Background: an optimization exercise with open tools, aiming at small area, a short achievable clock period and few clock cycles per item. Do not read the settings as production practice. At most, simulation tests tie the RTL to the original design; equivalence was not proved. The RTL of run 2 was laid out without a check of its function.

==> flow/design.v, too long to show whole: its modules and the start of the top module <==
// module logarithm: 1660 lines
// module log_fa: 4 lines
// module log_xor: 3 lines
// module log_maj: 3 lines
// module log_a22oi: 3 lines
// module log_and: 3 lines
// module log_nand: 3 lines
// module log_nor: 3 lines
// module log_inv: 3 lines
// module log_aoi21: 3 lines
// module log_oai21: 3 lines
// module log_xnor: 3 lines
// module log_or: 3 lines
module logarithm #(
	parameter n = 16,
	parameter m = 24,
	parameter k = 5 ,
	parameter p = 24
) (
	input        clk  ,  
	input        reset,  
	input        start,
	input  [0:n] x    ,
	output [1:p] y    ,
	output       done
);
  // ...
==> flow/flow/run.sh <==
#!/bin/bash
# Standard layout, with the smallest buffer on the ports instead of the
# delay buffer that buffer_ports picks by default.
set -e
export BUFFER_PORTS_ARGS="-buffer_cell sky130_fd_sc_hd__buf_1"
bash standard.sh finish > standard_flow.log 2>&1
==> flow/standard.sh <==
#!/bin/bash
# synth_recipe.tcl (not shown) runs the flow's synth.tcl, then flattens the netlist and writes it again
# the make line also repeats each setting of config.mk as NAME=value (left out here)
make -C /OpenROAD-flow-scripts/flow DESIGN_CONFIG=/design/flow/config.mk WORK_HOME=/design/flow/orfs CLKGATE_MAP_FILE= SYNTH_SCRIPT=/design/flow/synth_recipe.tcl "${@:-finish}"
==> flow/config.mk <==
export PLATFORM = sky130hd
export DESIGN_NAME = logarithm
export DESIGN_NICKNAME = logarithm
export VERILOG_FILES = /design/flow/design.v
export SDC_FILE = /design/flow/constraint.sdc
export NUM_CORES = 4
export LEC_CHECK = 0
export CAP_MARGIN = 20
export CORE_MARGIN = 2
export CORE_UTILIZATION = 40
export CTS_BUF_LIST = sky130_fd_sc_hd__clkbuf_4 sky130_fd_sc_hd__clkbuf_8
export SETUP_SLACK_MARGIN = 4.0
export SLEW_MARGIN = 60
export SYNTH_HIERARCHICAL = 1
export SYNTH_MINIMUM_KEEP_SIZE = 0
==> flow/constraint.sdc <==
create_clock -name core_clock -period 9.0 [get_ports {clk}]
set_input_delay 1.8000 -clock core_clock [delete_from_list [all_inputs] [get_ports {clk}]]
set_output_delay 1.8000 -clock core_clock [all_outputs]
set_load 0.01 [all_outputs]
==> summary.md, run 1 <==
| Metric | Value |
|---|---|
| Outcome | no timing/DRC/antenna violations |
| Inverters excl. clock | 88 |
| Drt first pass iters | 5 |
| Post-synth top cells | 405 x nand2_1, 209 x fa_1, 92 x xor2_1, 90 x nor2_1, 87 x inv_1 |
| Hold EP | f[11]$_DFF_P_ |
| Worst relative slew slack | 0.5909 |
| CLK BUF | 5 |
| Met1 Resource Use GR | 0.2943 |
| Worst Setup EP | f[22]$_DFF_P_ |
| XOR/XNOR Fraction of Synth Area | 0.09246 |
| Warnings, synthesis | 7 |
| Hold Crit Class | flop to flop |
| Arrival time worst endpoint | 5.00 ns |
| Top post-synthesis cells by area | fa_1 38%, nand2_1 14%, xor2_1 7.4%, edfxtp_1 5.8%, dfxtp_1 4.4% |
| Register bit count reported by yosys | 46 |
| Metal2 WL | 14680 µm |
| Final slew viol count | 0 |
| Die area | 28570 µm² |
| Met1 wire length | 13000 µm |
| Initial antenna violation count | 1 |
| DP Worst Slack | 3.606 ns |
| Post-Syn Instances | 1298 |
| Least-Margin Pin Slew | 0.6124 ns |
| Hold Path Stages | 2 |
| Fin Clk Skew | 0.003200 ns |
| Final ANT Viol Nets | 0 |
| Setup Buffers After CTS | 2 |
| Max-capacitance violation count | 0 |
| Multi-input gates | 1090 |
| Critical path's slowest cell | fa_1 |
| CTS tree | yes |
| Max-area cell class | multi-input combinational cells |
| M2 GR Usage | 0.3689 |
| Complex-gate fraction of the synthesized area | 0.1156 |
| Tap Cells | 341 |
| Placed inst area | 11400 µm² |
| WP depth | 18 |
| Area growth from synthesis to layout | 8.006% |
| Fill cell count | 2685 |
Testbench counts, summed over its fixed seeds: cycles 36,800, items 1,600.
==> run 2, diff against run 1 <==
--- a/flow/design.v
+++ b/flow/design.v
@@ -7,16 +7,17 @@
 	input        clk  ,  
 	input        reset,  
 	input        start,
 	input  [0:n] x    ,
 	output [1:p] y    ,
 	output       done
 );
 	reg  [23:0] f;
+	reg  [24:0] r;           
 	wire s1;
 	wire c2;
 	wire s3;
 	wire c4;
 	wire s5;
 	wire c6;
 	wire s7;
 	wire c8;
@@ -121,16 +122,17 @@
 	wire s107;
 	wire c108;
 	wire s109;
 	wire c110;
 	wire s111;
 	wire c112;
 	wire s113;
 	wire c114;
+	wire ps113;
 	wire s115;
 	wire c116;
 	wire s117;
 	wire c118;
 	wire s119;
 	wire c120;
 	wire s121;
 	wire c122;
@@ -151,28 +153,34 @@
 	wire s137;
 	wire c138;
 	wire s139;
 	wire c140;
 	wire s141;
 	wire c142;
 	wire s143;
 	wire c144;
+	wire ps143;
 	wire s145;
 	wire c146;
+	wire ps145;
 	wire s147;
 	wire c148;
+	wire ps147;
 	wire s149;
 	wire c150;
+	wire ps149;
 	wire s151;
 	wire c152;
 	wire s153;
 	wire c154;
+	wire ps153;
 	wire s155;
 	wire c156;
+	wire ps155;
 	wire s157;
 	wire c158;
 	wire s159;
 	wire c160;
 	wire s161;
 	wire c162;
 	wire s163;
 	wire c164;
@@ -187,16 +195,17 @@
 	wire s173;
 	wire c174;
 	wire s175;
 	wire c176;
 	wire s177;
 	wire c178;
 	wire s179;
 	wire c180;
+	wire ps179;
 	wire s181;
 	wire c182;
 	wire s183;
 	wire c184;
 	wire s185;
 	wire c186;
 	wire s187;
 	wire c188;
@@ -269,65 +278,80 @@
 	wire s255;
 	wire c256;
 	wire s257;
 	wire c258;
 	wire s259;
 	wire c260;
 	wire s261;
 	wire c262;
+	wire ps261;
 	wire s263;
 	wire c264;
 	wire s265;
 	wire c266;
+	wire ps265;
 	wire s267;
 	wire c268;
 	wire s269;
 	wire c270;
+	wire ps269;
 	wire s271;
 	wire c272;
+	wire ps271;
 	wire s273;
 	wire c274;
+	wire ps273;
 	wire s275;
 	wire c276;
+	wire ps275;
 	wire s277;
 	wire c278;
+	wire ps277;
 	wire s279;
 	wire c280;
+	wire ps279;
 	wire s281;
 	wire c282;
-	wire ps281;
 	wire s283;
 	wire c284;
+	wire ps283;
 	wire s285;
 	wire c286;
+	wire ps285;
 	wire s287;
 	wire c288;
+	wire ps287;
 	wire s289;
 	wire c290;
 	wire s291;
 	wire c292;
+	wire ps291;
 	wire s293;
 	wire c294;
+	wire ps293;
 	wire s295;
 	wire c296;
+	wire ps295;
 	wire s297;
 	wire c298;
 	wire s299;
 	wire c300;
 	wire s301;
 	wire c302;
+	wire ps301;
 	wire s303;
 	wire c304;
 	wire s305;
 	wire c306;
 	wire s307;
 	wire c308;
 	wire s309;
 	wire c310;
+	wire ps309;
 	wire s311;
 	wire c312;
 	wire s313;
 	wire c314;
 	wire s315;
 	wire c316;
 	wire s317;
 	wire c318;
@@ -382,19 +406,19 @@
 	wire s367;
 	wire c368;
 	wire s369;
 	wire c370;
 	wire s371;
 	wire c372;
 	wire s373;
 	wire c374;
-	wire ps373;
 	wire s375;
 	wire c376;
+	wire ps375;
 	wire s377;
 	wire c378;
 	wire ps377;
 	wire s379;
 	wire c380;
 	wire ps379;
 	wire s381;
 	wire c382;
@@ -420,16 +444,17 @@
 	wire s395;
 	wire c396;
 	wire ps395;
 	wire s397;
 	wire c398;
 	wire ps397;
 	wire s399;
 	wire c400;
+	wire ps399;
 	wire s401;
 	wire c402;
 	wire s403;
 	wire c404;
 	wire s405;
 	wire c406;
 	wire s407;
 	wire c408;
@@ -476,26 +501,28 @@
 	wire s449;
 	wire c450;
 	wire s451;
 	wire c452;
 	wire s453;
 	wire c454;
 	wire s455;
 	wire c456;
+	wire ps455;
 	wire s457;
 	wire c458;
-	wire ps457;
 	wire s459;
 	wire c460;
 	wire ps459;
 	wire s461;
 	wire c462;
+	wire ps461;
 	wire s463;
 	wire c464;
+	wire ps463;
 	wire s465;
 	wire c466;
 	wire ps465;
 	wire s467;
 	wire c468;
 	wire ps467;
 	wire s469;
 	wire c470;
@@ -503,26 +530,29 @@
 	wire s471;
 	wire c472;
 	wire ps471;
 	wire s473;
 	wire c474;
 	wire ps473;
 	wire s475;
 	wire c476;
+	wire ps475;
 	wire s477;
 	wire c478;
 	wire ps477;
 	wire s479;
 	wire c480;
+	wire ps479;
 	wire s481;
 	wire c482;
 	wire ps481;
 	wire s483;
 	wire c484;
+	wire ps483;
 	wire s485;
 	wire c486;
 	wire s487;
 	wire c488;
 	wire s489;
 	wire c490;
 	wire s491;
 	wire c492;
@@ -667,198 +697,199 @@
 	wire ci0;
 	wire cg18;
 	wire ct18;
 	wire cg19;
 	wire cg20;
 	wire cg21;
 	wire cg22;
 	wire ci1;
-	wire cg23;
 	wire ci2;
+	wire cg23;
 	wire ci3;
+	wire ci4;
 	wire cg24;
 	wire ct24;
 	wire cg25;
 	wire cg26;
 	wire ct26;
 	wire cg27;
 	wire ct27;
 	wire cg28;
-	wire ci4;
 	wire ci5;
+	wire ci6;
 	wire cg29;
 	wire ct29;
-	wire ci6;
 	wire ci7;
+	wire ci8;
 	wire cg30;
 	wire ct30;
 	wire cg31;
 	wire cg32;
 	wire ct32;
 	wire cg33;
 	wire ct33;
-	wire ci8;
 	wire ci9;
+	wire ci10;
 	wire cg34;
 	wire ct34;
 	wire cg35;
 	wire cg36;
 	wire ct36;
 	wire cg37;
 	wire ct37;
 	wire cg38;
 	wire cg39;
 	wire ct39;
-	wire ci10;
 	wire ci11;
+	wire ci12;
 	wire cg40;
 	wire ct40;
 	wire cg41;
 	wire ct41;
 	wire cg42;
-	wire ci12;
 	wire ci13;
+	wire ci14;
 	wire cg43;
 	wire ct43;
 	wire cg44;
 	wire ct44;
 	wire cg45;
 	wire ct45;
 	wire cg46;
 	wire cg47;
 	wire ct47;
 	wire cg48;
 	wire ct48;
 	wire cg49;
 	wire ct49;
 	wire cg50;
 	wire ct50;
 	wire cg51;
-	wire ci14;
 	wire ci15;
+	wire ci16;
 	wire cg52;
 	wire cg53;
 	wire ct53;
 	wire cg54;
-	wire ci16;
 	wire ci17;
+	wire ci18;
 	wire cg55;
 	wire ct55;
-	wire ci18;
 	wire ci19;
+	wire ci20;
 	wire cg56;
 	wire cg57;
 	wire ct57;
 	wire cg58;
 	wire ct58;
-	wire ci20;
 	wire ci21;
+	wire ci22;
 	wire cg59;
 	wire cg60;
 	wire ct60;
 	wire cg61;
 	wire cg62;
 	wire ct62;
-	wire ci22;
 	wire ci23;
+	wire ci24;
 	wire cg63;
 	wire ct63;
 	wire cg64;
-	wire ci24;
 	wire ci25;
+	wire ci26;
 	wire cg65;
 	wire ct65;
 	wire cg66;
 	wire ct66;
 	wire cg67;
 	wire cg68;
 	wire ct68;
 	wire cg69;
 	wire ct69;
 	wire cg70;
 	wire ct70;
 	wire cg71;
-	wire ci26;
 	wire ci27;
+	wire ci28;
 	wire cg72;
 	wire ct72;
-	wire ci28;
 	wire ci29;
+	wire ci30;
 	wire cg73;
 	wire cg74;
 	wire ct74;
 	wire cg75;
 	wire ct75;
-	wire ci30;
 	wire ci31;
-	wire cg76;
 	wire ci32;
+	wire cg76;
 	wire ci33;
+	wire ci34;
 	wire cg77;
 	wire ct77;
-	wire ci34;
 	wire ci35;
+	wire ci36;
 	wire cg78;
 	wire ct78;
-	wire ci36;
 	wire ci37;
+	wire ci38;
 	wire cg79;
 	wire cg80;
 	wire ct80;
 	wire cg81;
 	wire ct81;
-	wire ci38;
 	wire ci39;
+	wire ci40;
 	wire cg82;
 	wire ct82;
-	wire ci40;
 	wire ci41;
+	wire ci42;
 	wire cg83;
 	wire cg84;
 	wire ct84;
 	wire cg85;
 	wire ct85;
-	wire ci42;
 	wire ci43;
+	wire ci44;
 	wire cg86;
 	wire cg87;
 	wire ct87;
-	wire ci44;
 	wire ci45;
+	wire ci46;
 	wire cg88;
 	wire ct88;
 	wire cg89;
 	wire ct89;
-	wire ci46;
 	wire ci47;
-	wire cg90;
 	wire ci48;
+	wire cg90;
 	wire ci49;
+	wire ci50;
 	wire cg91;
 	wire ct91;
 	wire cg92;
 	wire ct92;
 	wire cg93;
 	wire ct93;
-	wire ci50;
 	wire ci51;
+	wire ci52;
 	wire cg94;
 	wire cg95;
 	wire ct95;
 	wire cg96;
 	wire ct96;
 	wire cg97;
 	wire ct97;
 	wire cg98;
 	wire ct98;
-	wire ci52;
 	wire ci53;
-	wire cg99;
 	wire ci54;
+	wire cg99;
+	wire ci55;
 	wire cg100;
 	wire ct100;
 	wire cg101;
 	log_xnor us1 (~(f[0] & f[17]), ~(f[1] & f[16]), s1);
 	log_or uc2 (~(f[0] & f[17]), ~(f[1] & f[16]), c2);
 	log_xnor us3 (~(f[0] & f[18]), ~(f[1] & f[17]), s3);
 	log_or uc4 (~(f[0] & f[18]), ~(f[1] & f[17]), c4);
 	log_fa us5 (~(f[0] & f[19]), ~(f[1] & f[18]), ~(f[2] & f[17]), s5, c6);
@@ -922,50 +953,66 @@
 	log_fa us97 (~(f[2] & f[15]), ~(f[3] & f[14]), ~(f[4] & f[13]), s97, c98);
 	log_fa us99 (~(f[5] & f[12]), ~(f[6] & f[11]), ~(f[7] & f[10]), s99, c100);
 	log_fa us101 (~(f[8] & f[9]), ~f[9], s1, s101, c102);
 	log_fa us103 (~(f[2] & f[16]), ~(f[3] & f[15]), ~(f[4] & f[14]), s103, c104);
 	log_fa us105 (~(f[5] & f[13]), ~(f[6] & f[12]), ~(f[7] & f[11]), s105, c106);
 	log_fa us107 (~(f[8] & f[10]), c2, s3, s107, c108);
 	log_fa us109 (~(f[5] & f[14]), ~(f[6] & f[13]), ~(f[7] & f[12]), s109, c110);
 	log_fa us111 (~(f[8] & f[11]), ~(f[9] & f[10]), ~f[10], s111, c112);
-	log_fa us113 (c4, s7, s5, s113, c114);
+	log_xor ups113 (c4, s7, ps113);
+	log_xor us113 (ps113, s5, s113);
+	log_maj uc114 (c4, s7, s5, c114);
 	log_fa us115 (~(f[5] & f[15]), ~(f[6] & f[14]), ~(f[7] & f[13]), s115, c116);
 	log_fa us117 (~(f[8] & f[12]), ~(f[9] & f[11]), c8, s117, c118);
 	log_fa us119 (s11, c6, s9, s119, c120);
 	log_fa us121 (~(f[8] & f[13]), ~(f[9] & f[12]), ~(f[10] & f[11]), s121, c122);
 	log_fa us123 (~f[11], c12, s17, s123, c124);
 	log_fa us125 (c10, s13, s15, s125, c126);
 	log_fa us127 (~(f[8] & f[14]), ~(f[9] & f[13]), ~(f[10] & f[12]), s127, c128);
 	log_fa us129 (c18, s23, c14, s129, c130);
 	log_fa us131 (c16, s19, s21, s131, c132);
 	log_fa us133 (~(f[11] & f[12]), ~f[12], c24, s133, c134);
 	log_fa us135 (s31, c20, c22, s135, c136);
 	log_fa us137 (s25, s27, s29, s137, c138);
 	log_fa us139 (~f[0], c32, s39, s139, c140);
 	log_fa us141 (c26, c28, c30, s141, c142);
-	log_fa us143 (s33, s35, s37, s143, c144);
-	log_fa us145 (~f[1], c40, c34, s145, c146);
-	log_fa us147 (c36, c38, s41, s147, c148);
-	log_fa us149 (s43, s45, s47, s149, c150);
+	log_xor ups143 (s33, s35, ps143);
+	log_xor us143 (ps143, s37, s143);
+	log_maj uc144 (s33, s35, s37, c144);
+	log_xor ups145 (~f[1], c40, ps145);
+	log_xor us145 (ps145, c34, s145);
+	log_maj uc146 (~f[1], c40, c34, c146);
+	log_xor ups147 (c36, c38, ps147);
+	log_xor us147 (ps147, s41, s147);
+	log_maj uc148 (c36, c38, s41, c148);
+	log_xor ups149 (s43, s45, ps149);
+	log_xor us149 (ps149, s47, s149);
+	log_maj uc150 (s43, s45, s47, c150);
 	log_fa us151 (~(f[12] & f[14]), ~f[2], c42, s151, c152);
-	log_fa us153 (c44, c46, s49, s153, c154);
-	log_fa us155 (s51, s53, c48, s155, c156);
+	log_xor ups153 (c44, c46, ps153);
+	log_xor us153 (ps153, s49, s153);
+	log_maj uc154 (c44, c46, s49, c154);
+	log_xor ups155 (s51, s53, ps155);
+	log_xor us155 (ps155, c48, s155);
+	log_maj uc156 (s51, s53, c48, c156);
 	log_fa us157 (~(f[13] & f[14]), ~f[14], ~f[3], s157, c158);
 	log_fa us159 (c50, c52, c54, s159, c160);
 	log_fa us161 (s55, s57, s59, s161, c162);
 	log_fa us163 (~(f[11] & f[17]), ~(f[12] & f[16]), ~(f[13] & f[15]), s163, c164);
 	log_fa us165 (~f[4], c56, c58, s165, c166);
 	log_fa us167 (c60, s61, s63, s167, c168);
 	log_fa us169 (~(f[12] & f[17]), ~(f[13] & f[16]), ~(f[14] & f[15]), s169, c170);
 	log_fa us171 (~f[15], ~f[5], c62, s171, c172);
 	log_fa us173 (c64, s65, s67, s173, c174);
 	log_fa us175 (~(f[10] & f[20]), ~(f[11] & f[19]), ~(f[12] & f[18]), s175, c176);
 	log_fa us177 (~(f[13] & f[17]), ~(f[14] & f[16]), ~f[6], s177, c178);
-	log_fa us179 (c66, c68, s69, s179, c180);
+	log_xor ups179 (c66, c68, ps179);
+	log_xor us179 (ps179, s69, s179);
+	log_maj uc180 (c66, c68, s69, c180);
 	log_fa us181 (~(f[11] & f[20]), ~(f[12] & f[19]), ~(f[13] & f[18]), s181, c182);
 	log_fa us183 (~(f[14] & f[17]), ~(f[15] & f[16]), ~f[16], s183, c184);
 	log_fa us185 (~f[7], c70, s71, s185, c186);
 	log_fa us187 (~(f[9] & f[23]), ~(f[10] & f[22]), ~(f[11] & f[21]), s187, c188);
 	log_fa us189 (~(f[12] & f[20]), ~(f[13] & f[19]), ~(f[14] & f[18]), s189, c190);
 	log_fa us191 (~(f[15] & f[17]), ~f[8], c72, s191, c192);
 	log_fa us193 (~(f[10] & f[23]), ~(f[11] & f[22]), ~(f[12] & f[21]), s193, c194);
 	log_fa us195 (~(f[13] & f[20]), ~(f[14] & f[19]), ~(f[15] & f[18]), s195, c196);
@@ -1000,43 +1047,73 @@
 	log_fa us245 (c88, s91, s93, s245, c246);
 	log_fa us247 (c96, c92, c94, s247, c248);
 	log_fa us249 (s97, s99, s101, s249, c250);
 	log_fa us251 (c98, c100, s103, s251, c252);
 	log_fa us253 (s105, c102, s107, s253, c254);
 	log_fa us255 (c104, c106, s109, s255, c256);
 	log_fa us257 (s111, c108, s113, s257, c258);
 	log_fa us259 (c110, s115, s117, s259, c260);
-	log_fa us261 (c112, s119, c114, s261, c262);
+	log_xor ups261 (c112, s119, ps261);
+	log_xor us261 (ps261, c114, s261);
+	log_maj uc262 (c112, s119, c114, c262);
 	log_fa us263 (c116, s121, c118, s263, c264);
-	log_fa us265 (s123, c120, s125, s265, c266);
+	log_xor ups265 (s123, c120, ps265);
+	log_xor us265 (ps265, s125, s265);
+	log_maj uc266 (s123, c120, s125, c266);
 	log_fa us267 (c122, s127, c124, s267, c268);
-	log_fa us269 (s129, c126, s131, s269, c270);
-	log_fa us271 (c128, s133, c130, s271, c272);
-	log_fa us273 (s135, c132, s137, s273, c274);
-	log_fa us275 (c134, s139, c136, s275, c276);
-	log_fa us277 (s141, c138, s143, s277, c278);
-	log_fa us279 (c140, s145, c142, s279, c280);
-	log_xor ups281 (s147, c144, ps281);
-	log_xor us281 (ps281, s149, s281);
-	log_maj uc282 (s147, c144, s149, c282);
-	log_fa us283 (s151, c146, s153, s283, c284);
-	log_fa us285 (c148, c150, s155, s285, c286);
-	log_fa us287 (s157, c152, s159, s287, c288);
+	log_xor ups269 (s129, c126, ps269);
+	log_xor us269 (ps269, s131, s269);
+	log_maj uc270 (s129, c126, s131, c270);
+	log_xor ups271 (c128, s133, ps271);
+	log_xor us271 (ps271, c130, s271);
+	log_maj uc272 (c128, s133, c130, c272);
+	log_xor ups273 (s135, c132, ps273);
+	log_xor us273 (ps273, s137, s273);
+	log_maj uc274 (s135, c132, s137, c274);
+	log_xor ups275 (c134, s139, ps275);
+	log_xor us275 (ps275, c136, s275);
+	log_maj uc276 (c134, s139, c136, c276);
+	log_xor ups277 (s141, c138, ps277);
+	log_xor us277 (ps277, s143, s277);
+	log_maj uc278 (s141, c138, s143, c278);
+	log_xor ups279 (c140, s145, ps279);
+	log_xor us279 (ps279, c142, s279);
+	log_maj uc280 (c140, s145, c142, c280);
+	log_fa us281 (s147, c144, s149, s281, c282);
+	log_xor ups283 (s151, c146, ps283);
+	log_xor us283 (ps283, s153, s283);
+	log_maj uc284 (s151, c146, s153, c284);
+	log_xor ups285 (c148, c150, ps285);
+	log_xor us285 (ps285, s155, s285);
+	log_maj uc286 (c148, c150, s155, c286);
+	log_xor ups287 (s157, c152, ps287);
+	log_xor us287 (ps287, s159, s287);
+	log_maj uc288 (s157, c152, s159, c288);
 	log_fa us289 (c154, s161, c156, s289, c290);
-	log_fa us291 (s163, c158, c160, s291, c292);
-	log_fa us293 (s165, c162, s167, s293, c294);
-	log_fa us295 (c164, s169, s171, s295, c296);
+	log_xor ups291 (s163, c158, ps291);
+	log_xor us291 (ps291, c160, s291);
+	log_maj uc292 (s163, c158, c160, c292);
+	log_xor ups293 (s165, c162, ps293);
+	log_xor us293 (ps293, s167, s293);
+	log_maj uc294 (s165, c162, s167, c294);
+	log_xor ups295 (c164, s169, ps295);
+	log_xor us295 (ps295, s171, s295);
+	log_maj uc296 (c164, s169, s171, c296);
 	log_fa us297 (c166, c168, s173, s297, c298);
 	log_fa us299 (c170, s175, s177, s299, c300);
-	log_fa us301 (c172, s179, c174, s301, c302);
+	log_xor ups301 (c172, s179, ps301);
+	log_xor us301 (ps301, c174, s301);
+	log_maj uc302 (c172, s179, c174, c302);
 	log_fa us303 (c176, s181, s183, s303, c304);
 	log_fa us305 (c178, s185, c180, s305, c306);
 	log_fa us307 (c182, s187, s189, s307, c308);
-	log_fa us309 (c184, s191, c186, s309, c310);
+	log_xor ups309 (c184, s191, ps309);
+	log_xor us309 (ps309, c186, s309);
+	log_maj uc310 (c184, s191, c186, c310);
 	log_fa us311 (c188, c190, s193, s311, c312);
 	log_fa us313 (s195, s197, c192, s313, c314);
 	log_fa us315 (~f[10], c194, c196, s315, c316);
 	log_fa us317 (s199, s201, c198, s317, c318);
 	log_fa us319 (~f[18], ~f[11], c200, s319, c320);
 	log_fa us321 (c202, s203, s205, s321, c322);
 	log_fa us323 (~(f[16] & f[20]), ~(f[17] & f[19]), ~f[12], s323, c324);
 	log_fa us325 (c204, c206, s207, s325, c326);
@@ -1060,20 +1137,20 @@
 	log_fa us357 (c224, s227, c226, s357, c358);
 	log_fa us359 (c228, s231, c230, s359, c360);
 	log_fa us361 (s235, c232, s237, s361, c362);
 	log_fa us363 (c236, s239, c238, s363, c364);
 	log_fa us365 (c240, s243, c242, s365, c366);
 	log_fa us367 (c244, s247, c246, s367, c368);
 	log_fa us369 (c248, s251, c250, s369, c370);
 	log_fa us371 (s255, c252, c254, s371, c372);
-	log_xor ups373 (c256, s259, ps373);
-	log_xor us373 (ps373, c258, s373);
-	log_maj uc374 (c256, s259, c258, c374);
-	log_fa us375 (c260, s263, c262, s375, c376);
+	log_fa us373 (c256, s259, c258, s373, c374);
+	log_xor ups375 (c260, s263, ps375);
+	log_xor us375 (ps375, c262, s375);
+	log_maj uc376 (c260, s263, c262, c376);
 	log_xor ups377 (s267, c264, ps377);
 	log_xor us377 (ps377, c266, s377);
 	log_maj uc378 (s267, c264, c266, c378);
 	log_xor ups379 (c268, s271, ps379);
 	log_xor us379 (ps379, c270, s379);
 	log_maj uc380 (c268, s271, c270, c380);
 	log_xor ups381 (s275, c272, ps381);
 	log_xor us381 (ps381, c274, s381);
@@ -1097,17 +1174,19 @@
 	log_xor us393 (ps393, s301, s393);
 	log_maj uc394 (s299, c296, s301, c394);
 	log_xor ups395 (c300, s303, ps395);
 	log_xor us395 (ps395, c302, s395);
 	log_maj uc396 (c300, s303, c302, c396);
 	log_xor ups397 (c304, s307, ps397);
 	log_xor us397 (ps397, s309, s397);
 	log_maj uc398 (c304, s307, s309, c398);
-	log_fa us399 (s311, c308, s313, s399, c400);
+	log_xor ups399 (s311, c308, ps399);
+	log_xor us399 (ps399, s313, s399);
+	log_maj uc400 (s311, c308, s313, c400);
 	log_fa us401 (s315, c312, s317, s401, c402);
 	log_fa us403 (s319, c316, s321, s403, c404);
 	log_fa us405 (s323, c320, s325, s405, c406);
 	log_fa us407 (s327, c324, s329, s407, c408);
 	log_fa us409 (s331, c328, s333, s409, c410);
 	log_fa us411 (c332, s335, s337, s411, c412);
 	log_fa us413 (~f[16], c336, s339, s413, c414);
 	log_fa us415 (~f[21], ~f[17], c340, s415, c416);
@@ -1127,49 +1206,59 @@
 	log_fa us439 (s229, c356, s357, s439, c440);
 	log_fa us441 (s233, s359, c358, s441, c442);
 	log_fa us443 (c234, c360, s361, s443, c444);
 	log_fa us445 (s241, s363, c362, s445, c446);
 	log_fa us447 (s245, s365, c364, s447, c448);
 	log_fa us449 (s249, c366, s367, s449, c450);
 	log_fa us451 (s253, c368, s369, s451, c452);
 	log_fa us453 (s257, s371, c370, s453, c454);
-	log_fa us455 (s261, s373, c372, s455, c456);
-	log_xor ups457 (s265, c374, ps457);
-	log_xor us457 (ps457, s375, s457);
-	log_maj uc458 (s265, c374, s375, c458);
+	log_xor ups455 (s261, s373, ps455);
+	log_xor us455 (ps455, c372, s455);
+	log_maj uc456 (s261, s373, c372, c456);
+	log_fa us457 (s265, c374, s375, s457, c458);
 	log_xor ups459 (s269, s377, ps459);
 	log_xor us459 (ps459, c376, s459);
 	log_maj uc460 (s269, s377, c376, c460);
-	log_fa us461 (s273, s379, c378, s461, c462);
-	log_fa us463 (s277, s381, c380, s463, c464);
+	log_xor ups461 (s273, s379, ps461);
+	log_xor us461 (ps461, c378, s461);
+	log_maj uc462 (s273, s379, c378, c462);
+	log_xor ups463 (s277, s381, ps463);
+	log_xor us463 (ps463, c380, s463);
+	log_maj uc464 (s277, s381, c380, c464);
 	log_xor ups465 (s281, s383, ps465);
 	log_xor us465 (ps465, c382, s465);
 	log_maj uc466 (s281, s383, c382, c466);
 	log_xor ups467 (s285, c384, ps467);
 	log_xor us467 (ps467, s385, s467);
 	log_maj uc468 (s285, c384, s385, c468);
 	log_xor ups469 (s289, c386, ps469);
 	log_xor us469 (ps469, s387, s469);
 	log_maj uc470 (s289, c386, s387, c470);
 	log_xor ups471 (c290, c388, ps471);
 	log_xor us471 (ps471, s389, s471);
 	log_maj uc472 (c290, c388, s389, c472);
 	log_xor ups473 (s297, s391, ps473);
 	log_xor us473 (ps473, c390, s473);
 	log_maj uc474 (s297, s391, c390, c474);
-	log_fa us475 (c298, s393, c392, s475, c476);
+	log_xor ups475 (c298, s393, ps475);
+	log_xor us475 (ps475, c392, s475);
+	log_maj uc476 (c298, s393, c392, c476);
 	log_xor ups477 (s305, s395, ps477);
 	log_xor us477 (ps477, c394, s477);
 	log_maj uc478 (s305, s395, c394, c478);
-	log_fa us479 (c306, s397, c396, s479, c480);
+	log_xor ups479 (c306, s397, ps479);
+	log_xor us479 (ps479, c396, s479);
+	log_maj uc480 (c306, s397, c396, c480);
 	log_xor ups481 (c310, s399, ps481);
 	log_xor us481 (ps481, c398, s481);
 	log_maj uc482 (c310, s399, c398, c482);
-	log_fa us483 (c314, s401, c400, s483, c484);
+	log_xor ups483 (c314, s401, ps483);
+	log_xor us483 (ps483, c400, s483);
+	log_maj uc484 (c314, s401, c400, c484);
 	log_fa us485 (c318, s403, c402, s485, c486);
 	log_fa us487 (c322, s405, c404, s487, c488);
 	log_fa us489 (c326, s407, c406, s489, c490);
 	log_fa us491 (c330, s409, c408, s491, c492);
 	log_fa us493 (c334, s411, c410, s493, c494);
 	log_fa us495 (c338, s413, c412, s495, c496);
 	log_fa us497 (s341, s415, c414, s497, c498);
 	log_fa us499 (c342, s417, c416, s499, c500);
@@ -1305,203 +1394,204 @@
 	log_nor u_ct17 (ct15, ct16, ct17);
 	log_inv u_ci0 (~(f[0] & f[2]), ci0);
 	log_aoi21 u_cg18 (ci0, pg2, 1'b0, cg18);
 	log_nand u_ct18 (ci0, pt2, ct18);
 	log_aoi21 u_cg19 (1'b0, 1'b0, 1'b0, cg19);
 	log_oai21 u_cg20 (ct18, cg19, cg18, cg20);
 	log_aoi21 u_cg21 (ct17, cg20, cg17, cg21);
 	log_oai21 u_cg22 (ct14, cg21, cg14, cg22);
-	log_inv u_ci1 (cg22, ci1);
-	log_oai21 u_cg23 (ct7, ci1, cg7, cg23);
-	log_inv u_ci2 (pg24, ci2);
-	log_inv u_ci3 (pt24, ci3);
-	log_oai21 u_cg24 (ci3, cg7, ci2, cg24);
-	log_nor u_ct24 (ci3, ct7, ct24);
+	log_inv u_ci1 (cg7, ci1);
+	log_inv u_ci2 (ct7, ci2);
+	log_aoi21 u_cg23 (ci2, cg22, ci1, cg23);
+	log_inv u_ci3 (pg24, ci3);
+	log_inv u_ci4 (pt24, ci4);
+	log_oai21 u_cg24 (ci4, cg7, ci3, cg24);
+	log_nor u_ct24 (ci4, ct7, ct24);
 	log_aoi21 u_cg25 (ct24, cg22, cg24, cg25);
 	log_aoi21 u_cg26 (pt25, pg24, pg25, cg26);
 	log_nand u_ct26 (pt25, pt24, ct26);
 	log_oai21 u_cg27 (ct26, cg7, cg26, cg27);
 	log_nor u_ct27 (ct26, ct7, ct27);
 	log_aoi21 u_cg28 (ct27, cg22, cg27, cg28);
-	log_inv u_ci4 (pg26, ci4);
-	log_inv u_ci5 (pt26, ci5);
-	log_oai21 u_cg29 (ci5, cg26, ci4, cg29);
-	log_nor u_ct29 (ci5, ct26, ct29);
-	log_inv u_ci6 (cg29, ci6);
-	log_inv u_ci7 (ct29, ci7);
-	log_oai21 u_cg30 (ci7, cg7, ci6, cg30);
-	log_nor u_ct30 (ci7, ct7, ct30);
+	log_inv u_ci5 (pg26, ci5);
+	log_inv u_ci6 (pt26, ci6);
+	log_oai21 u_cg29 (ci6, cg26, ci5, cg29);
+	log_nor u_ct29 (ci6, ct26, ct29);
+	log_inv u_ci7 (cg29, ci7);
+	log_inv u_ci8 (ct29, ci8);
+	log_oai21 u_cg30 (ci8, cg7, ci7, cg30);
+	log_nor u_ct30 (ci8, ct7, ct30);
 	log_aoi21 u_cg31 (ct30, cg22, cg30, cg31);
 	log_aoi21 u_cg32 (pt27, pg26, pg27, cg32);
 	log_nand u_ct32 (pt27, pt26, ct32);
 	log_oai21 u_cg33 (ct32, cg26, cg32, cg33);
 	log_nor u_ct33 (ct32, ct26, ct33);
-	log_inv u_ci8 (cg33, ci8);
-	log_inv u_ci9 (ct33, ci9);
-	log_oai21 u_cg34 (ci9, cg7, ci8, cg34);
-	log_nor u_ct34 (ci9, ct7, ct34);
+	log_inv u_ci9 (cg33, ci9);
+	log_inv u_ci10 (ct33, ci10);
+	log_oai21 u_cg34 (ci10, cg7, ci9, cg34);
+	log_nor u_ct34 (ci10, ct7, ct34);
 	log_aoi21 u_cg35 (ct34, cg22, cg34, cg35);
 	log_aoi21 u_cg36 (pt28, cg33, pg28, cg36);
 	log_nand u_ct36 (pt28, ct33, ct36);
 	log_oai21 u_cg37 (ct36, cg7, cg36, cg37);
 	log_nor u_ct37 (ct36, ct7, ct37);
 	log_aoi21 u_cg38 (ct37, cg22, cg37, cg38);
 	log_aoi21 u_cg39 (pt29, pg28, pg29, cg39);
 	log_nand u_ct39 (pt29, pt28, ct39);
-	log_inv u_ci10 (cg39, ci10);
-	log_inv u_ci11 (ct39, ci11);
-	log_aoi21 u_cg40 (ci11, cg33, ci10, cg40);
-	log_nand u_ct40 (ci11, ct33, ct40);
+	log_inv u_ci11 (cg39, ci11);
+	log_inv u_ci12 (ct39, ci12);
+	log_aoi21 u_cg40 (ci12, cg33, ci11, cg40);
+	log_nand u_ct40 (ci12, ct33, ct40);
 	log_oai21 u_cg41 (ct40, cg7, cg40, cg41);
 	log_nor u_ct41 (ct40, ct7, ct41);
 	log_aoi21 u_cg42 (ct41, cg22, cg41, cg42);
-	log_inv u_ci12 (pg30, ci12);
-	log_inv u_ci13 (pt30, ci13);
-	log_oai21 u_cg43 (ci13, cg39, ci12, cg43);
-	log_nor u_ct43 (ci13, ct39, ct43);
+	log_inv u_ci13 (pg30, ci13);
+	log_inv u_ci14 (pt30, ci14);
+	log_oai21 u_cg43 (ci14, cg39, ci13, cg43);
+	log_nor u_ct43 (ci14, ct39, ct43);
 	log_aoi21 u_cg44 (ct43, cg33, cg43, cg44);
 	log_nand u_ct44 (ct43, ct33, ct44);
 	log_oai21 u_cg45 (ct44, cg7, cg44, cg45);
 	log_nor u_ct45 (ct44, ct7, ct45);
 	log_aoi21 u_cg46 (ct45, cg22, cg45, cg46);
 	log_aoi21 u_cg47 (pt31, pg30, pg31, cg47);
 	log_nand u_ct47 (pt31, pt30, ct47);
 	log_oai21 u_cg48 (ct47, cg39, cg47, cg48);
 	log_nor u_ct48 (ct47, ct39, ct48);
 	log_aoi21 u_cg49 (ct48, cg33, cg48, cg49);
 	log_nand u_ct49 (ct48, ct33, ct49);
 	log_oai21 u_cg50 (ct49, cg7, cg49, cg50);
 	log_nor u_ct50 (ct49, ct7, ct50);
 	log_aoi21 u_cg51 (ct50, cg22, cg50, cg51);
-	log_inv u_ci14 (pg32, ci14);
-	log_inv u_ci15 (pt32, ci15);
-	log_oai21 u_cg52 (ci15, cg51, ci14, cg52);
+	log_inv u_ci15 (pg32, ci15);
+	log_inv u_ci16 (pt32, ci16);
+	log_oai21 u_cg52 (ci16, cg51, ci15, cg52);
 	log_aoi21 u_cg53 (pt33, pg32, pg33, cg53);
 	log_nand u_ct53 (pt33, pt32, ct53);
 	log_oai21 u_cg54 (ct53, cg51, cg53, cg54);
-	log_inv u_ci16 (pg34, ci16);
-	log_inv u_ci17 (pt34, ci17);
-	log_oai21 u_cg55 (ci17, cg53, ci16, cg55);
-	log_nor u_ct55 (ci17, ct53, ct55);
-	log_inv u_ci18 (cg55, ci18);
-	log_inv u_ci19 (ct55, ci19);
-	log_oai21 u_cg56 (ci19, cg51, ci18, cg56);
+	log_inv u_ci17 (pg34, ci17);
+	log_inv u_ci18 (pt34, ci18);
+	log_oai21 u_cg55 (ci18, cg53, ci17, cg55);
+	log_nor u_ct55 (ci18, ct53, ct55);
+	log_inv u_ci19 (cg55, ci19);
+	log_inv u_ci20 (ct55, ci20);
+	log_oai21 u_cg56 (ci20, cg51, ci19, cg56);
 	log_aoi21 u_cg57 (pt35, pg34, pg35, cg57);
 	log_nand u_ct57 (pt35, pt34, ct57);
 	log_oai21 u_cg58 (ct57, cg53, cg57, cg58);
 	log_nor u_ct58 (ct57, ct53, ct58);
-	log_inv u_ci20 (cg58, ci20);
-	log_inv u_ci21 (ct58, ci21);
-	log_oai21 u_cg59 (ci21, cg51, ci20, cg59);
+	log_inv u_ci21 (cg58, ci21);
+	log_inv u_ci22 (ct58, ci22);
+	log_oai21 u_cg59 (ci22, cg51, ci21, cg59);
 	log_aoi21 u_cg60 (pt36, cg58, pg36, cg60);
 	log_nand u_ct60 (pt36, ct58, ct60);
 	log_oai21 u_cg61 (ct60, cg51, cg60, cg61);
 	log_aoi21 u_cg62 (pt37, pg36, pg37, cg62);
 	log_nand u_ct62 (pt37, pt36, ct62);
-	log_inv u_ci22 (cg62, ci22);
-	log_inv u_ci23 (ct62, ci23);
-	log_aoi21 u_cg63 (ci23, cg58, ci22, cg63);
-	log_nand u_ct63 (ci23, ct58, ct63);
+	log_inv u_ci23 (cg62, ci23);
+	log_inv u_ci24 (ct62, ci24);
+	log_aoi21 u_cg63 (ci24, cg58, ci23, cg63);
+	log_nand u_ct63 (ci24, ct58, ct63);
 	log_oai21 u_cg64 (ct63, cg51, cg63, cg64);
-	log_inv u_ci24 (pg38, ci24);
-	log_inv u_ci25 (pt38, ci25);
-	log_oai21 u_cg65 (ci25, cg62, ci24, cg65);
-	log_nor u_ct65 (ci25, ct62, ct65);
+	log_inv u_ci25 (pg38, ci25);
+	log_inv u_ci26 (pt38, ci26);
+	log_oai21 u_cg65 (ci26, cg62, ci25, cg65);
+	log_nor u_ct65 (ci26, ct62, ct65);
 	log_aoi21 u_cg66 (ct65, cg58, cg65, cg66);
 	log_nand u_ct66 (ct65, ct58, ct66);
 	log_oai21 u_cg67 (ct66, cg51, cg66, cg67);
 	log_aoi21 u_cg68 (pt39, pg38, pg39, cg68);
 	log_nand u_ct68 (pt39, pt38, ct68);
 	log_oai21 u_cg69 (ct68, cg62, cg68, cg69);
 	log_nor u_ct69 (ct68, ct62, ct69);
 	log_aoi21 u_cg70 (ct69, cg58, cg69, cg70);
 	log_nand u_ct70 (ct69, ct58, ct70);
 	log_oai21 u_cg71 (ct70, cg51, cg70, cg71);
-	log_inv u_ci26 (pg40, ci26);
-	log_inv u_ci27 (pt40, ci27);
-	log_oai21 u_cg72 (ci27, cg70, ci26, cg72);
-	log_nor u_ct72 (ci27, ct70, ct72);
-	log_inv u_ci28 (cg72, ci28);
-	log_inv u_ci29 (ct72, ci29);
-	log_oai21 u_cg73 (ci29, cg51, ci28, cg73);
+	log_inv u_ci27 (pg40, ci27);
+	log_inv u_ci28 (pt40, ci28);
+	log_oai21 u_cg72 (ci28, cg70, ci27, cg72);
+	log_nor u_ct72 (ci28, ct70, ct72);
+	log_inv u_ci29 (cg72, ci29);
+	log_inv u_ci30 (ct72, ci30);
+	log_oai21 u_cg73 (ci30, cg51, ci29, cg73);
 	log_aoi21 u_cg74 (pt41, pg40, pg41, cg74);
 	log_nand u_ct74 (pt41, pt40, ct74);
 	log_oai21 u_cg75 (ct74, cg70, cg74, cg75);
 	log_nor u_ct75 (ct74, ct70, ct75);
-	log_inv u_ci30 (cg75, ci30);
-	log_inv u_ci31 (ct75, ci31);
-	log_oai21 u_cg76 (ci31, cg51, ci30, cg76);
-	log_inv u_ci32 (pg42, ci32);
-	log_inv u_ci33 (pt42, ci33);
-	log_oai21 u_cg77 (ci33, cg74, ci32, cg77);
-	log_nor u_ct77 (ci33, ct74, ct77);
-	log_inv u_ci34 (cg77, ci34);
-	log_inv u_ci35 (ct77, ci35);
-	log_oai21 u_cg78 (ci35, cg70, ci34, cg78);
-	log_nor u_ct78 (ci35, ct70, ct78);
-	log_inv u_ci36 (cg78, ci36);
-	log_inv u_ci37 (ct78, ci37);
-	log_oai21 u_cg79 (ci37, cg51, ci36, cg79);
+	log_inv u_ci31 (cg75, ci31);
+	log_inv u_ci32 (ct75, ci32);
+	log_oai21 u_cg76 (ci32, cg51, ci31, cg76);
+	log_inv u_ci33 (pg42, ci33);
+	log_inv u_ci34 (pt42, ci34);
+	log_oai21 u_cg77 (ci34, cg74, ci33, cg77);
+	log_nor u_ct77 (ci34, ct74, ct77);
+	log_inv u_ci35 (cg77, ci35);
+	log_inv u_ci36 (ct77, ci36);
+	log_oai21 u_cg78 (ci36, cg70, ci35, cg78);
+	log_nor u_ct78 (ci36, ct70, ct78);
+	log_inv u_ci37 (cg78, ci37);
+	log_inv u_ci38 (ct78, ci38);
+	log_oai21 u_cg79 (ci38, cg51, ci37, cg79);
 	log_aoi21 u_cg80 (pt43, pg42, pg43, cg80);
 	log_nand u_ct80 (pt43, pt42, ct80);
 	log_oai21 u_cg81 (ct80, cg74, cg80, cg81);
 	log_nor u_ct81 (ct80, ct74, ct81);
-	log_inv u_ci38 (cg81, ci38);
-	log_inv u_ci39 (ct81, ci39);
-	log_oai21 u_cg82 (ci39, cg70, ci38, cg82);
-	log_nor u_ct82 (ci39, ct70, ct82);
-	log_inv u_ci40 (cg82, ci40);
-	log_inv u_ci41 (ct82, ci41);
-	log_oai21 u_cg83 (ci41, cg51, ci40, cg83);
+	log_inv u_ci39 (cg81, ci39);
+	log_inv u_ci40 (ct81, ci40);
+	log_oai21 u_cg82 (ci40, cg70, ci39, cg82);
+	log_nor u_ct82 (ci40, ct70, ct82);
+	log_inv u_ci41 (cg82, ci41);
+	log_inv u_ci42 (ct82, ci42);
+	log_oai21 u_cg83 (ci42, cg51, ci41, cg83);
 	log_aoi21 u_cg84 (pt44, cg81, pg44, cg84);
 	log_nand u_ct84 (pt44, ct81, ct84);
 	log_oai21 u_cg85 (ct84, cg70, cg84, cg85);
 	log_nor u_ct85 (ct84, ct70, ct85);
-	log_inv u_ci42 (cg85, ci42);
-	log_inv u_ci43 (ct85, ci43);
-	log_oai21 u_cg86 (ci43, cg51, ci42, cg86);
+	log_inv u_ci43 (cg85, ci43);
+	log_inv u_ci44 (ct85, ci44);
+	log_oai21 u_cg86 (ci44, cg51, ci43, cg86);
 	log_aoi21 u_cg87 (pt45, pg44, pg45, cg87);
 	log_nand u_ct87 (pt45, pt44, ct87);
-	log_inv u_ci44 (cg87, ci44);
-	log_inv u_ci45 (ct87, ci45);
-	log_aoi21 u_cg88 (ci45, cg81, ci44, cg88);
-	log_nand u_ct88 (ci45, ct81, ct88);
+	log_inv u_ci45 (cg87, ci45);
+	log_inv u_ci46 (ct87, ci46);
+	log_aoi21 u_cg88 (ci46, cg81, ci45, cg88);
+	log_nand u_ct88 (ci46, ct81, ct88);
 	log_oai21 u_cg89 (ct88, cg70, cg88, cg89);
 	log_nor u_ct89 (ct88, ct70, ct89);
-	log_inv u_ci46 (cg89, ci46);
-	log_inv u_ci47 (ct89, ci47);
-	log_oai21 u_cg90 (ci47, cg51, ci46, cg90);
-	log_inv u_ci48 (pg46, ci48);
-	log_inv u_ci49 (pt46, ci49);
-	log_oai21 u_cg91 (ci49, cg87, ci48, cg91);
-	log_nor u_ct91 (ci49, ct87, ct91);
+	log_inv u_ci47 (cg89, ci47);
+	log_inv u_ci48 (ct89, ci48);
+	log_oai21 u_cg90 (ci48, cg51, ci47, cg90);
+	log_inv u_ci49 (pg46, ci49);
+	log_inv u_ci50 (pt46, ci50);
+	log_oai21 u_cg91 (ci50, cg87, ci49, cg91);
+	log_nor u_ct91 (ci50, ct87, ct91);
 	log_aoi21 u_cg92 (ct91, cg81, cg91, cg92);
 	log_nand u_ct92 (ct91, ct81, ct92);
 	log_oai21 u_cg93 (ct92, cg70, cg92, cg93);
 	log_nor u_ct93 (ct92, ct70, ct93);
-	log_inv u_ci50 (cg93, ci50);
-	log_inv u_ci51 (ct93, ci51);
-	log_oai21 u_cg94 (ci51, cg51, ci50, cg94);
+	log_inv u_ci51 (cg93, ci51);
+	log_inv u_ci52 (ct93, ci52);
+	log_oai21 u_cg94 (ci52, cg51, ci51, cg94);
 	log_aoi21 u_cg95 (pt47, pg46, pg47, cg95);
 	log_nand u_ct95 (pt47, pt46, ct95);
 	log_oai21 u_cg96 (ct95, cg87, cg95, cg96);
 	log_nor u_ct96 (ct95, ct87, ct96);
 	log_aoi21 u_cg97 (ct96, cg81, cg96, cg97);
 	log_nand u_ct97 (ct96, ct81, ct97);
 	log_oai21 u_cg98 (ct97, cg70, cg97, cg98);
 	log_nor u_ct98 (ct97, ct70, ct98);
-	log_inv u_ci52 (cg98, ci52);
-	log_inv u_ci53 (ct98, ci53);
-	log_oai21 u_cg99 (ci53, cg51, ci52, cg99);
-	log_inv u_ci54 (~f[23], ci54);
-	log_aoi21 u_cg100 (ci54, cg98, 1'b0, cg100);
-	log_nand u_ct100 (ci54, ct98, ct100);
+	log_inv u_ci53 (cg98, ci53);
+	log_inv u_ci54 (ct98, ci54);
+	log_oai21 u_cg99 (ci54, cg51, ci53, cg99);
+	log_inv u_ci55 (~f[23], ci55);
+	log_aoi21 u_cg100 (ci55, cg98, 1'b0, cg100);
+	log_nand u_ct100 (ci55, ct98, ct100);
 	log_oai21 u_cg101 (ct100, cg51, cg100, cg101);
-	assign cy[24] = cg23;
+	assign cy[24] = ~cg23;
 	assign cy[25] = ~cg25;
 	assign cy[26] = ~cg28;
 	assign cy[27] = ~cg31;
 	assign cy[28] = ~cg35;
 	assign cy[29] = ~cg38;
 	assign cy[30] = ~cg42;
 	assign cy[31] = ~cg46;
 	assign cy[32] = ~cg51;
@@ -1572,113 +1662,45 @@
 	log_xor u_sum45 (pp_[45], cy[45], t[45]);
 	log_xor u_sum46 (pp_[46], cy[46], t[46]);
 	log_xor u_sum47 (pp_[47], cy[47], t[47]);
 	log_xor u_sum48 (pp_[48], cy[48], t[48]);
 	log_xor u_sum49 (pp_[49], cy[49], t[49]);
 	assign t[23:0] = 24'd0;
 	wire [25:0] s  = t[49:24];
 	wire        b  = f >= 24'd6949351;
-	wire ge1 = f >= 24'd1518468;
-	wire ge2 = f >= 24'd3174369;
-	wire ge3 = f >= 24'd4980142;
-	wire ge4 = b;
-	wire ge5 = f >= 24'd9096789;
-	wire ge6 = f >= 24'd11438586;
-	wire ge7 = f >= 24'd13992335;
-	wire tb0 = ge4;
-	wire tb1 = (tb0 ? ge6 : ge2);
-	wire tb2 = (tb0 ? (tb1 ? ge7 : ge5) : (tb1 ? ge3 : ge1));
-	wire [2:0] tbits = {tb0, tb1, tb2};
-	reg  [21:0] sr;          
-	wire        dn = sr[21];
-	wire        sh = ~dn & b;      
-	wire        sk = ~dn & ~b;     
-	wire        hd = dn & ~start;  
-	wire [23:0] fh;              
-	log_nand u_hold0 (hd, f[0], fh[0]);
-	log_nand u_hold1 (hd, f[1], fh[1]);
-	log_nand u_hold2 (hd, f[2], fh[2]);
-	log_nand u_hold3 (hd, f[3], fh[3]);
-	log_nand u_hold4 (hd, f[4], fh[4]);
-	log_nand u_hold5 (hd, f[5], fh[5]);
-	log_nand u_hold6 (hd, f[6], fh[6]);
-	log_nand u_hold7 (hd, f[7], fh[7]);
-	log_nand u_hold8 (hd, f[8], fh[8]);
-	log_nand u_hold9 (hd, f[9], fh[9]);
-	log_nand u_hold10 (hd, f[10], fh[10]);
-	log_nand u_hold11 (hd, f[11], fh[11]);
-	log_nand u_hold12 (hd, f[12], fh[12]);
-	log_nand u_hold13 (hd, f[13], fh[13]);
-	log_nand u_hold14 (hd, f[14], fh[14]);
-	log_nand u_hold15 (hd, f[15], fh[15]);
-	log_nand u_hold16 (hd, f[16], fh[16]);
-	log_nand u_hold17 (hd, f[17], fh[17]);
-	log_nand u_hold18 (hd, f[18], fh[18]);
-	log_nand u_hold19 (hd, f[19], fh[19]);
-	log_nand u_hold20 (hd, f[20], fh[20]);
-	log_nand u_hold21 (hd, f[21], fh[21]);
-	log_nand u_hold22 (hd, f[22], fh[22]);
-	log_nand u_hold23 (hd, f[23], fh[23]);
-	wire [23:0] fs;              
-	log_a22oi u_sel0 (sh, s[1], sk, s[0], fs[0]);
-	log_a22oi u_sel1 (sh, s[2], sk, s[1], fs[1]);
-	log_a22oi u_sel2 (sh, s[3], sk, s[2], fs[2]);
-	log_a22oi u_sel3 (sh, s[4], sk, s[3], fs[3]);
-	log_a22oi u_sel4 (sh, s[5], sk, s[4], fs[4]);
-	log_a22oi u_sel5 (sh, s[6], sk, s[5], fs[5]);
-	log_a22oi u_sel6 (sh, s[7], sk, s[6], fs[6]);
-	log_a22oi u_sel7 (sh, s[8], sk, s[7], fs[7]);
-	log_a22oi u_sel8 (sh, s[9], sk, s[8], fs[8]);
-	log_a22oi u_sel9 (sh, s[10], sk, s[9], fs[9]);
-	log_a22oi u_sel10 (sh, s[11], sk, s[10], fs[10]);
-	log_a22oi u_sel11 (sh, s[12], sk, s[11], fs[11]);
-	log_a22oi u_sel12 (sh, s[13], sk, s[12], fs[12]);
-	log_a22oi u_sel13 (sh, s[14], sk, s[13], fs[13]);
-	log_a22oi u_sel14 (sh, s[15], sk, s[14], fs[14]);
-	log_a22oi u_sel15 (sh, s[16], sk, s[15], fs[15]);
-	log_a22oi u_sel16 (sh, s[17], sk, s[16], fs[16]);
-	log_a22oi u_sel17 (sh, s[18], sk, s[17], fs[17]);
-	log_a22oi u_sel18 (sh, s[19], sk, s[18], fs[18]);
-	log_a22oi u_sel19 (sh, s[20], sk, s[19], fs[19]);
-	log_a22oi u_sel20 (sh, s[21], sk, s[20], fs[20]);
-	log_a22oi u_sel21 (sh, s[22], sk, s[21], fs[21]);
-	log_a22oi u_sel22 (sh, s[23], sk, s[22], fs[22]);
-	log_a22oi u_sel23 (sh, s[25], sk, s[23], fs[23]);
+	wire        ld = r[24];
+	wire        sh = ~ld & b;    
+	wire        sk = ~ld & ~b;   
 	always @(posedge clk)
-		f <= ~fs | ~fh | ({24{start & x[0]}} & {x[1:n], {(m-n){1'b0}}});
+		f <= ({24{sh}} & {s[25], s[23:1]}) | ({24{sk}} & s[23:0]) |
+		     ({24{ld}} & {x[1:n], {(m-n){1'b0}}});
 	always @(posedge clk or negedge reset) begin
 		if (~reset)
-			sr[21] <= 1'b1;
-		else if (start | ~dn)
-			sr[21] <= start ? 1'b0 : sr[20];
+			r[24] <= 1'b1;
+		else if (start | ~r[24])
+			r[24] <= start ? 1'b0 : r[23];
 	end
 	always @(posedge clk) begin
-		if (start | ~dn)
-			sr[20:0] <= start ? 21'd1 : {sr[19:0], b};
+		if (start | ~r[24])
+			r[23:0] <= start ? 24'd1 : {r[22:0], b & x[0]};
 	end
-	assign done = dn;
-	assign y    = {sr[20:0], tbits};
+	assign done = r[24];
+	assign y    = r[23:0];
 endmodule
 module log_fa (input a, input b, input c, output s, output co);
 	assign s  = a ^ b ^ c;
 	assign co = (a & b) | (a & c) | (b & c);
 endmodule
 module log_xor (input a, input b, output y);
 	assign y = a ^ b;
 endmodule
 module log_maj (input a, input b, input c, output y);
 	assign y = (a & b) | (a & c) | (b & c);
 endmodule
-module log_a22oi (input a, input b, input c, input d, output y);
-	assign y = ~((a & b) | (c & d));
-endmodule
-module log_and (input a, input b, output y);
-	assign y = a & b;
-endmodule
 module log_nand (input a, input b, output y);
 	assign y = ~(a & b);
 endmodule
 module log_nor (input a, input b, output y);
 	assign y = ~(a | b);
 endmodule
 module log_inv (input a, output y);
 	assign y = ~a;
==> flow/config.mk (replaced) <==
export PLATFORM = sky130hd
export DESIGN_NAME = logarithm
export DESIGN_NICKNAME = logarithm
export VERILOG_FILES = /design/flow/design.v
export SDC_FILE = /design/flow/constraint.sdc
export NUM_CORES = 4
export LEC_CHECK = 0
export CAP_MARGIN = 20
export CORE_MARGIN = 2
export CORE_UTILIZATION = 40
export CTS_BUF_LIST = sky130_fd_sc_hd__clkbuf_4 sky130_fd_sc_hd__clkbuf_8
export SETUP_SLACK_MARGIN = 3.8
export SLEW_MARGIN = 60
export SYNTH_HIERARCHICAL = 1
export SYNTH_MINIMUM_KEEP_SIZE = 0
==> run 2 against run 1 <==
Compared with the run above:
- still clean on timing, DRC and antenna
- synthesized cell count up 1.2%
- flip-flop and latch count up 3
==> summary.md, run 2 <==
| Metric | Value |
|---|---|
| Outcome | no timing/DRC/antenna violations |
| Initial antenna violation count | 0 (-1) |
| Vias in the first global route | 9315 |
| Final Util | 0.4281 |
| RePlAce Congestion | 0.8113 |
| Register area share after synthesis | 0.1136 |
| Part of the cycle the worst path needs | 0.5343 |
| CP max stage delay | 0.66 ns |
| Register bit count reported by yosys | 49 (+6.5%) |
| DRT Wirelength | 28940 µm |
| Core Region | 26730 µm² |
| DP HPWL | 20530 µm |
| Proportion of layout cells with a drive suffix above 1 | 0.1136 |
| Fin Clk Skew | 0.01160 ns (+0.008404 ns) |
| Ys flop type | edfxtp_1 |
| N_diodes | 0 |
| Worst EP required | 9.26 ns |
| Final number of hold-violating endpoints | 0 |
| # hold bufs at CTS | 0 |
| Hold WS | 0.5688 ns |
| CP Launch Type | flop |
| Tmin final | 4.809 ns |
| IO Count | 45 |
| Largest net degree at the start of global routing | 44 |
| Mapped Area | 10800 µm² |
| Arrival time worst endpoint | 5.07 ns (+0.07 ns) |
| Regs by FF count | r x25, f x24 |
| Max reg flops | 25 |
| Largest family of logic cells by synthesized area | adder cells |
| Post-synth top cells | 359 x nand2_1, 180 x fa_1, 150 x xor2_1, 87 x inv_1, 81 x nor2_1 |
| Most flop-heavy register | r |
| Count leader, synth | nand2_1 |
| Cells along the critical path | nand2_1 -> fa_1 -> xor2_1 -> fa_1 -> fa_1 -> fa_1 -> nand2_1 -> nand2_1 -> nor2_1 -> nand2_2 -> nor2_1 -> a21oi_4 -> buf_12 -> o21ai_1 -> xor2_1 -> a31oi_1 -> a21oi_1 |
| Grt ovf | 0 |
| # port buffers | 44 |
| Setup WS post-layout | 4.191 ns |
| CTS Sinks | 49 |
| Worst-Skew Late Latency | 0.32 ns |
| Post-Syn Instances | 1313 (+1.2%) |
| Iter 0 DRT Violations | 458 |
| Root Buffer | clkbuf_8 |
| EDFF count, synth | 24 |
| Non-filler instance count after layout | 1653 |
| DP Worst Slack | 3.810 ns (+0.2042 ns) |
| Area growth from synthesis to layout | 5.895% |
| Most frequent cells in the layout | 358 x nand2_1, 180 x fa_1, 150 x xor2_1 |
| Setup tns final | 0 ns |
| Most common cell on crit path | fa_1 |
| Final ANT Viol Nets | 0 (unchanged) |
| Fill cell count | 2698 (+0.48%) |
| Clock Tree Buf Depth | 2 |
| RSZ-0062 raised after global routing | no |
| Fmax | 0.2079 GHz |
| Multi-input combinational cell area | 8976 µm² |
| Hold Crit Class | flop to flop |
| WL/cell | 17.51 µm |
| Crit-path max FO | 25 |
| Leading area contributor after synthesis | fa_1 |
| Warnings, synthesis | 7 (unchanged) |
| Placed cells | 1644 |
| Critical path's slowest cell | dfxtp_2 |
| Asr flop ratio synth | 0.02041 |
| CTS tree | yes |
| DR vias | 8761 |
| Placed inst area | 11290 µm² (-0.97%) |
| Clock transition at the registers of the reported paths | 0.11 ns |
| Synth Area per Inst | 8.229 µm² |
| XOR/XNOR Fraction of Synth Area | 0.1402 (+0.04778) |
| Adder-Cell Fraction of Synth Area | 0.3867 |
| Num rows | 60 |
| Drt first pass iters | 6 (+1) |
| Mux cell area share after synthesis | 0 |
| Commonest non-fill, non-tap cell in the layout | nand2_1 |
| Nets | 1511 |
| Least-Margin Pin Slew | 0.5569 ns (-0.05556 ns) |
| Post-synthesis simple-gate area fraction | 0.1987 |
| GRT Util Overall | 0.2107 |
| Die H | 168.4 µm |
| Initial Utilization | 0.4043 |
| Vias per cell | 5.300 |
| Complex-gate fraction of the synthesized area | 0.09820 (-0.01735) |
| Synth top area share | 0.3335 |
| Final setup fails | 0 |
| Netlist cell types | 33 |
| Top post-synthesis cells by area | fa_1 33%, nand2_1 12%, xor2_1 12%, edfxtp_1 6.7%, maj3_2 5.3% |
| Max-capacitance violation count | 0 (unchanged) |
| Worst relative slew slack | 0.6288 (+0.03783) |
| Crit end category | flop |
| Die area | 28340 µm² (-0.79%) |
| Crit path kind | flop to flop |
| CTS buffer count | 5 |
| Finished Cell Area | 11440 µm² |
| First-pass GRT wire length | 47630 µm |
| DIE WIDTH | 168.4 µm |
| Seq. cell area | 1244 µm² |
| Final slew viol count | 0 (unchanged) |
| CTS H-Tree Depth | 2 |
| # DRC | 0 |
-- run 2: changes by cell type after synthesis, sizes merged, moves of 16 or more --
cell | previous run | this run
maj3 | 22 | 51
o21ai | 55 | 77
a22oi | 25 | 0
buf | 43 | 7
nor2b | 20 | 39
clkbuf | 36 | 76
fa | 209 | 180
xor2 | 92 | 150
nand2 | 406 | 359
a21oi | 57 | 73
-- run 2: area by class of cell --
cell class                 instances  area share
timing repair buffer              69     0.03259
tap                              341     0.03729
multi-input combinational       1099      0.7846
clock buffer                       5    0.006015
clock inverter                     3    0.002297
inverter                          87     0.02854
sequential                        49      0.1087
-- run 2: critical path, delay by kind of cell, from the launching register on --
kind / cells / cell delay (ns)
buffers and inverters: 1 / 0.16
adders and majority gates: 4 / 1.83
DFF: 1 / 0.66
xor gates and xnor gates: 2 / 0.41
and+or+nand+nor: 6 / 1.13
AOI/OAI and AO/OA: 4 / 0.53
-- run 2: cell families after synthesis --
| logic type | count (synthesis) |
|---|---|
| buffers and inverters | 170 |
| adders and majority gates | 231 |
| DFF | 49 |
| other | 1 |
| AOI/OAI and AO/OA | 169 |
| and+or+nand+nor | 520 |
| xor gates and xnor gates | 173 |
-- run 2: Yosys stat by module (local to each module, per instance), excerpt --
module	times used	flops+latches
log_fa	180	0
log_inv	54	0
log_maj	51	0
log_nor	78	0
log_oai21	51	0
log_xnor	22	0
log_xor	127	0
logarithm	1	49
-- run 2: path summary, 6_finish.rpt --
path	start	endpoint	slack (ns)	cells past startpoint
setup reg to reg	f[0]$_DFF_P_	f[11]$_DFF_P_	4.19	17
hold reg to reg	r[23]$_SDFFCE_PP0P_	r[24]$_DFFE_PN1P_	0.57	2
max in group asynchronous	reset	r[24]$_DFFE_PN1P_	7.57	1
setup / recovery	f[0]$_DFF_P_	f[11]$_DFF_P_	4.19	17
hold / removal	r[23]$_SDFFCE_PP0P_	r[24]$_DFFE_PN1P_	0.57	2
min in group asynchronous	reset	r[24]$_DFFE_PN1P_	1.41	1
-- run 2: repair_timing --
| item | in CTS | in global routing |
|---|---|---|
| setup buffers | 1 | 0 |
| resized for setup | 0 | 5 |
| endpoints found under the setup margin | 3 | 17 |
-- run 2: per-layer routing --
| metal | vias up | GRT usage | routed length [µm] |
|---|---|---|---|
| li1 | 4071 | - | - |
| met1 | 4387 | 0.2725 | 12560 |
| met2 | 245 | 0.3654 | 14170 |
| met3 | 58 | 0.03079 | 1446 |
| met4 | 0 | 0.06559 | 770 |
| met5 | - | 0 | 0 |

## separate check: timing with driven ports
How much do the figures lean on ideal ports? The routed layouts below were timed once more, with nothing changed but the port constraints.
Step 1 (the two cells are an assumption about what drives the block):
set clk [get_ports {clk}]
set_driving_cell -lib_cell sky130_fd_sc_hd__clkbuf_16 $clk
set_driving_cell -lib_cell sky130_fd_sc_hd__buf_2 [delete_from_list [all_inputs] $clk]
Step 2 times the ports against the registers' clock, not the clock port: input delays grow and output delays shrink by t, the midpoint of the rising clock arrivals with the driver on.
a / b / c = no drivers / after step 1 / after step 2; a / b = the first two.
| run | shift t [ns] | slack for setup (ns) | worst setup path at the end |
|---|---|---|---|
| run 1 | 0.346 | 4.208 / 4.208 / 4.208 | register to register |
| run 2 | 0.350 | 4.191 / 4.191 / 4.191 | register to register |
After both steps every run listed still meets setup and hold.
